Background: an optimization exercise with open tools, aiming at small area. Do not read the settings as production practice.
The RTL was checked by simulation tests, not by an equivalence proof against the original design.
No driver is modelled on the clock port, so clocking that relies on it looks cheaper here than on a real chip.
Power and IR drop assume default switching activity.

==> module periph_top, before the edit <==
module periph_top(
    input         clk,
    input         resetn,
    input         req_i,
    input         we_i,
    input  [31:0] addr_i,
    input  [31:0] wdata_i,
    input  [15:0] SW,
    input         BTNU, BTNL, BTNC, BTNR, BTND,
    output        req_m,
    output        we_m,
    output [5:0]  req,
    output        we_d,
    output [2:0]  RDsel_o,
    output [31:0] led_rdata,
    output [31:0] seg_rdata,
    output [31:0] sw_rdata,
    output [15:0] LED,
    output        CA, CB, CC, CD, CE, CF, CG,
    output [7:0]  AN
  );
  wire [2:0] win  = addr_i[14:12];
  wire       base = req_i & addr_i[31] & ~|addr_i[30:15];
  wire       dev  = base & ~(win[2] & win[1]);
  assign req_m   = req_i & ~dev;
  assign we_m    = req_m & we_i;
  assign we_d    = dev & we_i;
  assign req     = {6{dev}} & (6'b1 << win);
  assign RDsel_o = dev ? win + 3'd1 : 3'd0;
  wire [11:0] off = addr_i[11:0];
  reg  [19:0] bt;
  reg         clk_strb;
  wire        bt_tc  = (bt == 20'b01111101001101011001);
  wire        bt_clr = ~resetn | bt_tc;
  always @(posedge clk) begin
    bt       <= ~({bt[18:0], bt[19] ^ bt[16]} | {20{bt_clr}});
    clk_strb <= resetn & (clk_strb ^ bt_tc);
  end
  reg [15:0] LED_reg, data_strb, led_out;
  wire led_a = req[0] & (off == 12'h800);
  wire led_b = req[0] & (off == 12'hF00);
  wire led_wok = we_d & ~|wdata_i[31:16];
  wire        rst   = ~resetn;
  wire [15:0] wd16  = wdata_i[15:0] & {16{resetn}};
  always @(posedge clk) begin
    if ((led_a & led_wok) | rst) LED_reg <= wd16;
    if ((led_b & led_wok) | rst) data_strb <= wd16;
    if (led_a | led_b | rst) led_out <= (led_a & resetn) ? LED_reg : (data_strb & {16{resetn}});
  end
  assign LED = clk_strb ? (LED_reg | data_strb) : (LED_reg & ~data_strb);
  assign led_rdata = {16'b0, led_out};
  reg [31:0] wseg;
  reg        pv;
  reg [7:0]  nsel;         
  wire [7:0] select_seg = ~nsel;
  reg        sv;           
  reg [2:0]  sidx;         
  reg        segw;         
  reg [7:0]  seg_lo;       
  wire [2:0] pidx = seg_lo[6:4];
  wire [3:0] pval = seg_lo[3:0];
  wire [7:0] strb_sel = {8{sv}} & (8'b1 << sidx);
  wire sreq    = req[1];
  wire sw_e    = sreq & we_d;
  wire dig     = (off[11:5] == 7'b0) & (off[1:0] == 2'b0);
  wire o_sel   = (off == 12'h020);
  wire o_strb  = (off == 12'h024);
  wire o_res   = (off == 12'h028);
  wire w4z     = ~|wdata_i[31:4];
  wire w8z     = ~|wdata_i[31:8];
  wire wff     = &wdata_i[7:0];
  wire w74z    = ~|wdata_i[7:4];
  wire       dwr   = sw_e & dig & w4z;
  wire       clr   = rst | (sw_e & o_res);
  wire [3:0] cd    = pval & {4{~clr}};
  integer k;
  always @(posedge clk) begin
    for (k = 0; k < 8; k = k + 1)
      if ((sreq & pv & (pidx == k)) | clr) wseg[4*k +: 4] <= cd;
    if (sreq | rst) begin
      pv     <= resetn & dwr;
      segw   <= resetn & dig;
      seg_lo <= {8{resetn}} & (dig    ? {1'b0, off[4:2], wdata_i[3:0]} :
                               o_sel  ? select_seg :
                               o_strb ? strb_sel : 8'b0);
    end
    if ((sw_e & o_sel & w8z) | clr) nsel <= ~((sw_e & o_res & resetn) ? 8'hFF : wdata_i[7:0] & {8{resetn}});
    if ((sw_e & o_strb & (wff | w74z)) | clr) sv <= resetn & ~(sw_e & o_res) & ~wff & ~wdata_i[3];
  end
  always @(posedge clk)
    if (sw_e & o_strb & w74z) sidx <= wdata_i[2:0];
  assign seg_rdata = segw ? wseg : {24'b0, seg_lo};
  reg [9:0] sc;
  reg       av;            
  reg [2:0] aidx;          
  wire      sc_tc  = (sc == 10'b1100100011);
  wire      sc_clr = ~resetn | sc_tc;
  always @(posedge clk) begin
    sc <= ~({sc[8:0], sc[9] ^ sc[6]} | {10{sc_clr}});
    av <= resetn & (av | sc_tc);
    if (sc_tc) aidx <= {3{av}} & (aidx + 3'd1);
  end
  wire [7:0] anon = {8{av}} & (8'b1 << aidx);
  reg [3:0] cur, prv;
  reg       first;
  always @(posedge clk) begin
    cur   <= {4{resetn}} & ((av & pv & (pidx == aidx)) ? pval : (av ? wseg[4*aidx +: 4] : 4'b0));
    prv   <= cur;
    first <= ~resetn;
  end
  wire [15:0] dhot = 16'b1 << prv;
  wire [6:0]  pat;
  assign pat[6] = |(dhot & 16'b0010100000010010);   
  assign pat[5] = |(dhot & 16'b1101100001100000);   
  assign pat[4] = |(dhot & 16'b1101000000000100);   
  assign pat[3] = |(dhot & 16'b1000010010010010);   
  assign pat[2] = |(dhot & 16'b0000001010111010);   
  assign pat[1] = |(dhot & 16'b0010000010001110);   
  assign pat[0] = |(dhot & 16'b0001000010000011);   
  assign {CA, CB, CC, CD, CE, CF, CG} = pat | {7{first}};
  assign AN = ~(anon & (select_seg | (strb_sel & {8{clk_strb}})));
  reg [15:0] sw_out;
  wire sw_a = req[2] & (off == 12'h000);
  wire sw_b = req[2] & (off == 12'h004);
  always @(posedge clk)
    if (sw_a | sw_b | rst)
      sw_out <= {16{resetn}} & (sw_a ? SW : {11'b0, BTNU, BTNL, BTNC, BTNR, BTND});
  assign sw_rdata = {16'b0, sw_out};
endmodule
==> flow/config.mk <==
export PLATFORM = sky130hd
export DESIGN_NAME = periph_top
export DESIGN_NICKNAME = periph_top
export VERILOG_FILES = /design/flow/design.v
export SDC_FILE = /design/flow/constraint.sdc
export NUM_CORES = 4
export LEC_CHECK = 0
export CAP_MARGIN = 20
export CORE_MARGIN = 2
export CORE_UTILIZATION = 60
export SLEW_MARGIN = 20
export BUFFER_PORTS_ARGS = -buffer_cell sky130_fd_sc_hd__buf_1
export SKIP_REPAIR_TIE_FANOUT = 1
export CTS_ARGS = -sink_clustering_enable -repair_clock_nets -dont_use_dummy_load -buf_list sky130_fd_sc_hd__clkbuf_8
export POST_CTS_TCL = /design/flow/flow/shrink_clk.tcl
==> flow/constraint.sdc <==
create_clock -name core_clock -period 10.0 [get_ports {clk}]
set_input_delay 2.0000 -clock core_clock [delete_from_list [all_inputs] [get_ports {clk}]]
set_output_delay 2.0000 -clock core_clock [all_outputs]
set_load 0.01 [all_outputs]
standard.sh (not shown) runs the stock make flow with config.mk's settings and CLKGATE_MAP_FILE= SYNTH_SCRIPT=/design/flow/synth_recipe.tcl, a recipe that flattens the netlist after the stock synthesis.
==> flow/flow/run.sh <==
#!/bin/bash
# Layout flow: the standard flow (standard.sh) with these changes.
#  - Synthesis is the standard flow's own script, except that its abc call maps the logic
#    with an area-oriented script (flow/area.abc) and the extract_fa pass (which
#    makes half/full-adder cells of small xor/and groups) is skipped. Every
#    other pass, flip-flop mapping included, is the standard one, so the
#    registers are the standard synthesis's.
#  - The port buffers are the smallest buffer cell.
#  - One tie cell drives all the constant outputs (no tie fanout repair).
#  - Clock tree synthesis adds no dummy loads, and afterwards each clock buffer
#    (the leaves first, the root last) is made a clkbuf_4 where the flip-flop
#    clock slew stays under 110 ps (flow/shrink_clk.tcl).
set -euo pipefail
W=$PWD
cat >> config.mk <<'EOC'
export BUFFER_PORTS_ARGS = -buffer_cell sky130_fd_sc_hd__buf_1
export SKIP_REPAIR_TIE_FANOUT = 1
export CTS_ARGS = -sink_clustering_enable -repair_clock_nets -dont_use_dummy_load -buf_list sky130_fd_sc_hd__clkbuf_8
EOC
echo "export POST_CTS_TCL = $W/flow/shrink_clk.tcl" >> config.mk
{
  cat <<'EOT'
proc extract_fa {args} { puts "extract_fa skipped" }
proc abc {args} {
  set i [lsearch -exact $args -script]
  if { $i >= 0 } { lset args [expr {$i + 1}] $::env(AREA_ABC_SCRIPT) }
  yosys abc {*}$args
}
EOT
  cat synth_recipe.tcl
} > area_synth.tcl
sed "s|SYNTH_SCRIPT=[^ ]*|SYNTH_SCRIPT=$W/area_synth.tcl|" standard.sh > area_standard.sh
export AREA_ABC_SCRIPT=$W/flow/area.abc
bash area_standard.sh > standard.log 2>&1
Other scripts of this flow, unchanged in this note and not shown: flow/flow/area.abc, flow/flow/shrink_clk.tcl
Edit:
--- a/flow/design.v
+++ b/flow/design.v
@@ -50,18 +50,18 @@
   end
   assign LED = clk_strb ? (LED_reg | data_strb) : (LED_reg & ~data_strb);
   assign led_rdata = {16'b0, led_out};
   reg [31:0] wseg;
   reg        pv;
+  reg [2:0]  pidx;
+  reg [3:0]  pval;
   reg [7:0]  nsel;         
   wire [7:0] select_seg = ~nsel;
   reg        sv;           
   reg [2:0]  sidx;         
   reg        segw;         
   reg [7:0]  seg_lo;       
-  wire [2:0] pidx = seg_lo[6:4];
-  wire [3:0] pval = seg_lo[3:0];
   wire [7:0] strb_sel = {8{sv}} & (8'b1 << sidx);
   wire sreq    = req[1];
   wire sw_e    = sreq & we_d;
   wire dig     = (off[11:5] == 7'b0) & (off[1:0] == 2'b0);
   wire o_sel   = (off == 12'h020);
@@ -79,19 +79,22 @@
     for (k = 0; k < 8; k = k + 1)
       if ((sreq & pv & (pidx == k)) | clr) wseg[4*k +: 4] <= cd;
     if (sreq | rst) begin
       pv     <= resetn & dwr;
       segw   <= resetn & dig;
-      seg_lo <= {8{resetn}} & (dig    ? {1'b0, off[4:2], wdata_i[3:0]} :
-                               o_sel  ? select_seg :
-                               o_strb ? strb_sel : 8'b0);
+      seg_lo <= {8{resetn}} & (o_sel ? select_seg : o_strb ? strb_sel : 8'b0);
     end
     if ((sw_e & o_sel & w8z) | clr) nsel <= ~((sw_e & o_res & resetn) ? 8'hFF : wdata_i[7:0] & {8{resetn}});
     if ((sw_e & o_strb & (wff | w74z)) | clr) sv <= resetn & ~(sw_e & o_res) & ~wff & ~wdata_i[3];
   end
-  always @(posedge clk)
+  always @(posedge clk) begin
+    if (dwr) begin
+      pidx <= off[4:2];
+      pval <= wdata_i[3:0];
+    end
     if (sw_e & o_strb & w74z) sidx <= wdata_i[2:0];
+  end
   assign seg_rdata = segw ? wseg : {24'b0, seg_lo};
   reg [9:0] sc;
   reg       av;            
   reg [2:0] aidx;          
   wire      sc_tc  = (sc == 10'b1100100011);
First-iteration DRC count came out higher by 11%. Sequential power grows by 3.2%. Die area rose by 2.3%. Design area increases by 2.1%. Clock-buffer cell count is unchanged. Wire length climbs by 1.9%. Setup slack got worse by 0.16 ns. Fmax falls by 2.8%.

## separate check: timing with driven ports
The flow's constraints put no driver on any port. The routed layouts listed below were extracted and timed again, unchanged, in two steps.
Step 1, drivers: a clkbuf_16 drives clk and a buf_2 each remaining input, both assumed.
Step 2, shift: input delay + t, output delay - t, t = (earliest + latest rising clock arrival at the registers) / 2. This alone moves slack from input paths to output paths.
Three values: no drivers, after step 1, after step 2; two values: the first two.
| run | t (ns) | slack for setup (ns) | worst setup path at the end | worst register clock-pin slew, ns | pins driven straight from the clock port |
|---|---|---|---|---|---|
| the first run | 0.601 | 4.252 / 4.230 / 4.230 | input to output | 0.11 / 0.11 | 1 |
| the second run | 0.455 | 4.088 / 4.067 / 4.067 | input to output | 0.11 / 0.11 | 1 |
After both steps every run listed still meets setup and hold. For the first run, which loses most, drivers alone change the setup slack by -0.022 ns; drivers and shift together by -0.022 ns.
